What follows belongs to an exercise in optimizing a design on an open flow for small area; a production flow would make more cautious choices. In this exercise RTL edits were held to simulation tests only and were not proved equivalent to the original. The clock port is modelled as an ideal driver, which makes a skipped or thinned clock tree look cheaper than it is; a real chip needs a root buffer or a tree. No activity file was given, so power comes from the tool's default toggle rates.

build 63:
==> flow/design.v (excerpt) <==
module ClockWithBtn #(
    parameter FREQUENCY_IN = 1000
)(
    input  wire       clk,
    input  wire       rst,
    input  wire       en_in,
    input  wire       timerSetupBtn_in,
    input  wire       timerSelectBtn_in,
    input  wire       timerUpBtn_in,
    input  wire       timerDownBtn_in,
    output wire [7:0] bcdSecond_out,
    output wire [7:0] bcdMinute_out,
    output wire [7:0] bcdHour_out
);
Size in the first run: about 230 cells after synthesis, about 31 I/O pins, about 1800 um^2 of cells after synthesis.
export LEC_CHECK = 0
export CAP_MARGIN = 20
export CORE_AREA = 2.3 2.72 64.86 64.6
export DIE_AREA = 0 0 67.16 67.16
export PLACE_DENSITY = 0.85
export SLEW_MARGIN = 20
create_clock -name core_clock -period 10.0 [get_ports {clk}]
standard.sh (not shown) runs the stock make flow with config.mk's settings and CLKGATE_MAP_FILE= SYNTH_SCRIPT=/design/flow/synth_recipe.tcl, a recipe that flattens the netlist after the stock synthesis.
==> flow/flow/run.sh <==
#!/bin/bash
# Own layout flow: the standard flow, with these changes:
#  - synthesis maps the logic with several area-oriented ABC scripts
#    (flow/abc/*.abc) and keeps the smallest result; everything else in
#    synthesis is the standard flow's own script (synth_recipe.tcl)
#  - the port buffers are buf_1 cells
#  - the clock tree is four buffers driven by the clock port, each feeding a
#    cluster of about a quarter of the flip-flops (flow/cts_hook.tcl); each
#    is a clkbuf_4, upsized while the estimated slew at its clock pins is high
# Each tool's output goes to the logs under orfs/logs and to flow_make.log here.
set -euo pipefail
W=$(pwd)
export MY_WORK="$W"
export MY_ABC_DIR="$W/flow/abc"
export MY_ABC_TMP="$W"
export BUFFER_PORTS_ARGS="-buffer_cell sky130_fd_sc_hd__buf_1"
export PRE_CTS_TCL="$W/flow/cts_hook.tcl"
export MY_CTS_GROUPS=4
export MY_CTS_BUF=sky130_fd_sc_hd__clkbuf_4
export MY_CTS_SIZES="sky130_fd_sc_hd__clkbuf_8 sky130_fd_sc_hd__clkbuf_16"
export MY_CTS_SLEW=0.095
sed -e "s#SYNTH_SCRIPT=[^ ]*#SYNTH_SCRIPT=$W/flow/my_synth.tcl#" standard.sh > my_standard.sh
grep -q "SYNTH_SCRIPT=$W/flow/my_synth.tcl" my_standard.sh
bash my_standard.sh finish > flow_make.log 2>&1
==> flow/flow/cts_hook.tcl <==
# Clock tree: the clock port drives MY_CTS_GROUPS buffers (MY_CTS_BUF)
# directly, each feeding one cluster of flip-flops (k-means on position).
proc clock_tree_synthesis {args} {
  set ng $::env(MY_CTS_GROUPS)
  set bc $::env(MY_CTS_BUF)
  set bufs {}
  set block [ord::get_db_block]
  set net [$block findNet clk]
  set sinks {}
  foreach it [$net getITerms] {
    if {[$it isInputSignal]} {
      set inst [$it getInst]
      set b [$inst getBBox]
      set x [expr {([$b xMin] + [$b xMax]) / 2.0}]
      set y [expr {([$b yMin] + [$b yMax]) / 2.0}]
      lappend sinks [list $x $y "[$inst getName]/[[$it getMTerm] getName]"]
    }
  }
  set sinks [lsort -real -index 0 $sinks]
  set n [llength $sinks]
  # initial centres: slabs in x
  set cen {}
  for {set g 0} {$g < $ng} {incr g} {
    set s [lindex $sinks [expr {(2 * $g + 1) * $n / (2 * $ng)}]]
    lappend cen [list [lindex $s 0] [lindex $s 1]]
  }
  # balanced k-means: each cluster takes at most ceil(n/ng) sinks
  set cap [expr {($n + $ng - 1) / $ng}]
  for {set it 0} {$it < 30} {incr it} {
    set pairs {}
    set i 0
    foreach s $sinks {
      set g 0
      foreach c $cen {
        set d [expr {abs([lindex $s 0] - [lindex $c 0]) + abs([lindex $s 1] - [lindex $c 1])}]
        lappend pairs [list $d $i $g]
        incr g
      }
      incr i
    }
    set pairs [lsort -real -index 0 $pairs]
    set asg [lrepeat $n -1]
    set cnt [lrepeat $ng 0]
    foreach p $pairs {
      lassign $p d i g
      if {[lindex $asg $i] >= 0 || [lindex $cnt $g] >= $cap} continue
      lset asg $i $g
      lset cnt $g [expr {[lindex $cnt $g] + 1}]
    }
    set newcen {}
    for {set g 0} {$g < $ng} {incr g} {
      set sx 0; set sy 0; set k 0
      for {set i 0} {$i < $n} {incr i} {
        if {[lindex $asg $i] == $g} {
          set s [lindex $sinks $i]
          set sx [expr {$sx + [lindex $s 0]}]; set sy [expr {$sy + [lindex $s 1]}]; incr k
        }
      }
      lappend newcen [list [expr {$sx / $k}] [expr {$sy / $k}]]
    }
    set cen $newcen
  }
  for {set g 0} {$g < $ng} {incr g} {
    set pins {}
    for {set i 0} {$i < $n} {incr i} {
      if {[lindex $asg $i] == $g} { lappend pins [get_pins [lindex [lindex $sinks $i] 2]] }
    }
    set c [lindex $cen $g]
    set buf [insert_buffer -buffer_cell $bc -net clk -load_pins $pins \
      -location [list [expr {[lindex $c 0] / 1000.0}] [expr {[lindex $c 1] / 1000.0}]] \
      -buffer_name clkbuf_$g -net_name clknet_$g]
    lappend bufs $buf
  }
  # upsize a buffer while the estimated slew at its flip-flops' clock pins
  # is above MY_CTS_SLEW (ns)
  set sizes $::env(MY_CTS_SIZES)
  set_propagated_clock [all_clocks]
  estimate_parasitics -placement
  foreach buf $bufs {
    set name [get_full_name $buf]
    foreach size $sizes {
      set worst 0
      foreach pin [get_pins -of_objects [get_nets -of_objects [get_pins $name/X]]] {
        if {[get_full_name $pin] eq "$name/X"} continue
        set worst [expr {max($worst, [get_property $pin slew_max])}]
      }
      puts "clock buffer $name [get_property $buf ref_name] slew $worst"
      if {$worst <= $::env(MY_CTS_SLEW)} break
      replace_cell $buf $size
      estimate_parasitics -placement
    }
  }
}
Other scripts of this flow, unchanged in this note and not shown: flow/flow/abc/a_ds.abc, flow/flow/abc/b_m3.abc, flow/flow/abc/c_F.abc, flow/flow/abc/f_ds30nf.abc, flow/flow/abc/i_ds20s9.abc, flow/flow/my_synth.tcl
Build 63 reached the final stage; the timing, design-rule and antenna checks on its layout passed.
For build 19, these inputs were changed with respect to build 63:
==> flow/flow/run.sh <==
#!/bin/bash
# Own layout flow: the standard flow, with these changes:
#  - synthesis maps the logic with several area-oriented ABC scripts
#    (flow/abc/*.abc) and keeps the smallest result; everything else in
#    synthesis is the standard flow's own script (synth_recipe.tcl)
#  - the port buffers are buf_1 cells
#  - the clock tree is three buffers driven by the clock port, each feeding a
#    cluster of about a third of the flip-flops (flow/cts_hook.tcl); each
#    is a clkbuf_8, upsized while the estimated slew at its clock pins is high
# Each tool's output goes to the logs under orfs/logs and to flow_make.log here.
set -euo pipefail
W=$(pwd)
export MY_WORK="$W"
export MY_ABC_DIR="$W/flow/abc"
export MY_ABC_TMP="$W"
export BUFFER_PORTS_ARGS="-buffer_cell sky130_fd_sc_hd__buf_1"
export PRE_CTS_TCL="$W/flow/cts_hook.tcl"
export MY_CTS_GROUPS=3
export MY_CTS_BUF=sky130_fd_sc_hd__clkbuf_8
export MY_CTS_SIZES="sky130_fd_sc_hd__clkbuf_16"
export MY_CTS_SLEW=0.11
sed -e "s#SYNTH_SCRIPT=[^ ]*#SYNTH_SCRIPT=$W/flow/my_synth.tcl#" standard.sh > my_standard.sh
grep -q "SYNTH_SCRIPT=$W/flow/my_synth.tcl" my_standard.sh
bash my_standard.sh finish > flow_make.log 2>&1
==> flow/flow/abc/j_ds_nf2.abc (new file) <==
strash
 &get -n
 &deepsyn -T 20
 &put
 dch -f
 map -a
 topo
 &get -n
 &nf -R 1000
 &put
 &get -n
 &dch -f
 &nf -R 1000
 &put
==> flow/flow/abc/k_ds_nf4.abc (new file) <==
strash
 &get -n
 &deepsyn -T 20
 &put
 dch -f
 map -a
 topo
 &get -n
 &nf -R 1000
 &put
 &get -n
 &dch -f
 &nf -R 1000
 &put
 &get -n
 &dch -f
 &nf -R 1000
 &put
 &get -n
 &dch -f
 &nf -R 1000
 &put
==> flow/flow/abc/l_ds_dc2nf.abc (new file) <==
strash
 &get -n
 &deepsyn -T 20
 &put
 dch -f
 map -a
 topo
 &get -n
 &nf -R 1000
 &put
 &get -n
 &dc2
 &dch -f
 &nf -R 1000
 &put
==> flow/flow/abc/m_ds40_nf2.abc (new file) <==
strash
 &get -n
 &deepsyn -T 40 -S 2
 &put
 dch -f
 map -a
 topo
 &get -n
 &nf -R 1000
 &put
 &get -n
 &dch -f
 &nf -R 1000
 &put
Findings:
- Taking build 63 as the reference, in build 19 met1 wire length saw a decrease; total routed wirelength saw a decrease; met2 routing resource usage after global routing saw a decrease; cell area saw a decrease.
- Initial antenna violation count came out exactly the same in build 19 and build 63.
Changes in build 42 relative to build 19:
--- a/flow/flow/run.sh
+++ b/flow/flow/run.sh
@@ -19,5 +19,5 @@
 export MY_CTS_BUF=sky130_fd_sc_hd__clkbuf_8
 export MY_CTS_SIZES="sky130_fd_sc_hd__clkbuf_16"
-export MY_CTS_SLEW=0.11
+export MY_CTS_SLEW=0.10
 sed -e "s#SYNTH_SCRIPT=[^ ]*#SYNTH_SCRIPT=$W/flow/my_synth.tcl#" standard.sh > my_standard.sh
 grep -q "SYNTH_SCRIPT=$W/flow/my_synth.tcl" my_standard.sh
removed: flow/flow/abc/m_ds40_nf2.abc
--- outcome ---
Build 42: full flow OK, the timing, design-rule and antenna checks passed. In summary, build 19 completed successfully, with a layout that passed the timing, design-rule and antenna checks. Build 42 against build 19: met1 usage in global routing down 1.5 points, sum of internal, switching and leakage power flat. Of build 19 and build 42, the higher clock period minus final worst setup slack belongs to build 19. Any difference in mux share of post-synthesis cell area between build 42 and build 19 is small enough to ignore. As far as port buffer count goes, build 42 and build 19 are indistinguishable; the numbers are identical. Worst hold slack ends up higher on build 42. Build 42 against build 19; number of DRC violations after detailed-routing iteration 0 is up by more than a quarter.
Input-level comparison between build 43 and build 42:
- changing PLACE_DENSITY from 0.85 to 0.95
- setting GPL_TIMING_DRIVEN to 0 for the first time
--- a/flow/flow/run.sh
+++ b/flow/flow/run.sh
@@ -4,5 +4,6 @@
 #    (flow/abc/*.abc) and keeps the smallest result; everything else in
 #    synthesis is the standard flow's own script (synth_recipe.tcl)
-#  - the port buffers are buf_1 cells
+#  - no buffers are inserted in synthesis for outputs wired straight to a net
+#    (SYNTH_INSBUF=0), and the port buffers are buf_1 cells
 #  - the clock tree is three buffers driven by the clock port, each feeding a
 #    cluster of about a third of the flip-flops (flow/cts_hook.tcl); each
@@ -14,4 +15,5 @@
 export MY_ABC_DIR="$W/flow/abc"
 export MY_ABC_TMP="$W"
+export SYNTH_INSBUF=0
 export BUFFER_PORTS_ARGS="-buffer_cell sky130_fd_sc_hd__buf_1"
 export PRE_CTS_TCL="$W/flow/cts_hook.tcl"
@@ -19,5 +21,5 @@
 export MY_CTS_BUF=sky130_fd_sc_hd__clkbuf_8
 export MY_CTS_SIZES="sky130_fd_sc_hd__clkbuf_16"
-export MY_CTS_SLEW=0.10
+export MY_CTS_SLEW=0.11
 sed -e "s#SYNTH_SCRIPT=[^ ]*#SYNTH_SCRIPT=$W/flow/my_synth.tcl#" standard.sh > my_standard.sh
 grep -q "SYNTH_SCRIPT=$W/flow/my_synth.tcl" my_standard.sh
==> flow/flow/abc/m_ds40_nf2.abc (new file) <==
strash
 &get -n
 &deepsyn -T 40 -S 2
 &put
 dch -f
 map -a
 topo
 &get -n
 &nf -R 1000
 &put
 &get -n
 &dch -f
 &nf -R 1000
 &put
==> comparison <==
Against build 42, build 43 comes in 0.07 ns lower on reg-to-reg setup timing slack. Compared with build 42, build 43 shows a higher amount of wire on met3 after detailed routing. Compare build 42 and build 43 | routed via count higher: build 43. Row post-route minimum period: build 43 higher / build 42 lower. Both conditions hold for build 43: the flow ran to the end and the final layout passed the timing, design-rule and antenna checks.
diff inputs: build 43 => build 41
- GPL_TIMING_DRIVEN removed (was 0)
- PLACE_DENSITY changed from 0.95 to 0.85
--- a/flow/flow/run.sh
+++ b/flow/flow/run.sh
@@ -4,6 +4,5 @@
 #    (flow/abc/*.abc) and keeps the smallest result; everything else in
 #    synthesis is the standard flow's own script (synth_recipe.tcl)
-#  - no buffers are inserted in synthesis for outputs wired straight to a net
-#    (SYNTH_INSBUF=0), and the port buffers are buf_1 cells
+#  - the port buffers are buf_1 cells
 #  - the clock tree is three buffers driven by the clock port, each feeding a
 #    cluster of about a third of the flip-flops (flow/cts_hook.tcl); each
@@ -15,5 +14,4 @@
 export MY_ABC_DIR="$W/flow/abc"
 export MY_ABC_TMP="$W"
-export SYNTH_INSBUF=0
 export BUFFER_PORTS_ARGS="-buffer_cell sky130_fd_sc_hd__buf_1"
 export PRE_CTS_TCL="$W/flow/cts_hook.tcl"
@@ -21,5 +19,5 @@
 export MY_CTS_BUF=sky130_fd_sc_hd__clkbuf_8
 export MY_CTS_SIZES="sky130_fd_sc_hd__clkbuf_16"
-export MY_CTS_SLEW=0.11
+export MY_CTS_SLEW=0.10
 sed -e "s#SYNTH_SCRIPT=[^ ]*#SYNTH_SCRIPT=$W/flow/my_synth.tcl#" standard.sh > my_standard.sh
 grep -q "SYNTH_SCRIPT=$W/flow/my_synth.tcl" my_standard.sh
removed: flow/flow/abc/j_ds_nf2.abc
removed: flow/flow/abc/k_ds_nf4.abc
removed: flow/flow/abc/l_ds_dc2nf.abc
removed: flow/flow/abc/m_ds40_nf2.abc
==> notes.md <==
- Number of non-filler instances in the completed layout, build 41 vs build 43: up slightly
- Cell with the largest stage delay on the worst path: sky130_fd_sc_hd__nor4b_1 -> build 41, sky130_fd_sc_hd__and3b_1 -> build 43
- From build 43 to build 41 the numbers moved as follows: part of the cycle the worst path needs went up by 4.6 points; post-route worst hold slack went up by 0.0061 ns; first-pass GRT wire length rose by about 2.4%.
Changes in build 5 relative to build 41:
- changing CAP_MARGIN from 20 to 0
- changing SLEW_MARGIN from 20 to 0
==> flow/flow/abc/j_ds_nf2.abc (new file) <==
strash
 &get -n
 &deepsyn -T 20
 &put
 dch -f
 map -a
 topo
 &get -n
 &nf -R 1000
 &put
 &get -n
 &dch -f
 &nf -R 1000
 &put
==> flow/flow/abc/k_ds_nf4.abc (new file) <==
strash
 &get -n
 &deepsyn -T 20
 &put
 dch -f
 map -a
 topo
 &get -n
 &nf -R 1000
 &put
 &get -n
 &dch -f
 &nf -R 1000
 &put
 &get -n
 &dch -f
 &nf -R 1000
 &put
 &get -n
 &dch -f
 &nf -R 1000
 &put
==> flow/flow/abc/l_ds_dc2nf.abc (new file) <==
strash
 &get -n
 &deepsyn -T 20
 &put
 dch -f
 map -a
 topo
 &get -n
 &nf -R 1000
 &put
 &get -n
 &dc2
 &dch -f
 &nf -R 1000
 &put
==> flow/flow/abc/m_ds40_nf2.abc (new file) <==
strash
 &get -n
 &deepsyn -T 40 -S 2
 &put
 dch -f
 map -a
 topo
 &get -n
 &nf -R 1000
 &put
 &get -n
 &dch -f
 &nf -R 1000
 &put
## What came out
In build 5 the net switching power turned out 0.00058 mW higher than in build 41. Build 5 does better than build 41 on half-perimeter wire length of the detailed placement result. Build 5 against build 41: sequential share of layout area now sits higher, final standard cell area without fillers now sits lower, final critical-path setup slack now sits higher, overall fraction of global-route tracks in use now sits lower, total power now sits higher. In build 5 relative to build 41, worst ir drop on vdd had gone down by more than 10%. Build 41 → build 5: combinational power higher; wire length lower; normalized max-slew margin higher.
In every run of this note, the design's own scripts or RTL, not TritonCTS, make the clock network.

## separate check: timing with driven ports
The results above use ideal ports. As a check the final layouts listed here were re-extracted and re-timed, cells and wires unchanged. Step 1 (the two cells are an assumption about what drives the block):
set clk [get_ports {clk}]
set_driving_cell -lib_cell sky130_fd_sc_hd__clkbuf_16 $clk
set_driving_cell -lib_cell sky130_fd_sc_hd__buf_2 [delete_from_list [all_inputs] $clk]
Step 2 moves the port delays by t, midway between the first and last clock arrival at a register: inputs arrive t later, outputs are due t later. That takes back most of the time a late clock gives input paths. a / b / c = ideal ports / drivers / drivers and shift; a / b = the first two.
run | t, ns | setup WS [ns] | hold slack, ns | worst data-port slew with drivers (ns)
build 63 | 0.188 | 5.786 / 5.815 / 5.627 | 0.381 / 0.381 / 0.381 | 0.04
build 19 | 0.188 | 6.283 / 6.296 / 6.108 | 0.386 / 0.386 / 0.386 | 0.03
build 42 | 0.185 | 6.387 / 6.397 / 6.212 | 0.389 / 0.389 / 0.389 | 0.03
build 43 | 0.191 | 6.245 / 6.257 / 6.066 | 0.389 / 0.389 / 0.389 | 0.04
build 41 | 0.190 | 5.788 / 5.809 / 5.619 | 0.395 / 0.395 / 0.395 | 0.04
build 5 | 0.185 | 6.286 / 6.304 / 6.119 | 0.386 / 0.386 / 0.386 | 0.03
After both steps setup and hold are still met in every run listed. The setup slack of build 43, which loses most, moves by +0.012 ns with the drivers and by -0.179 ns with both steps.
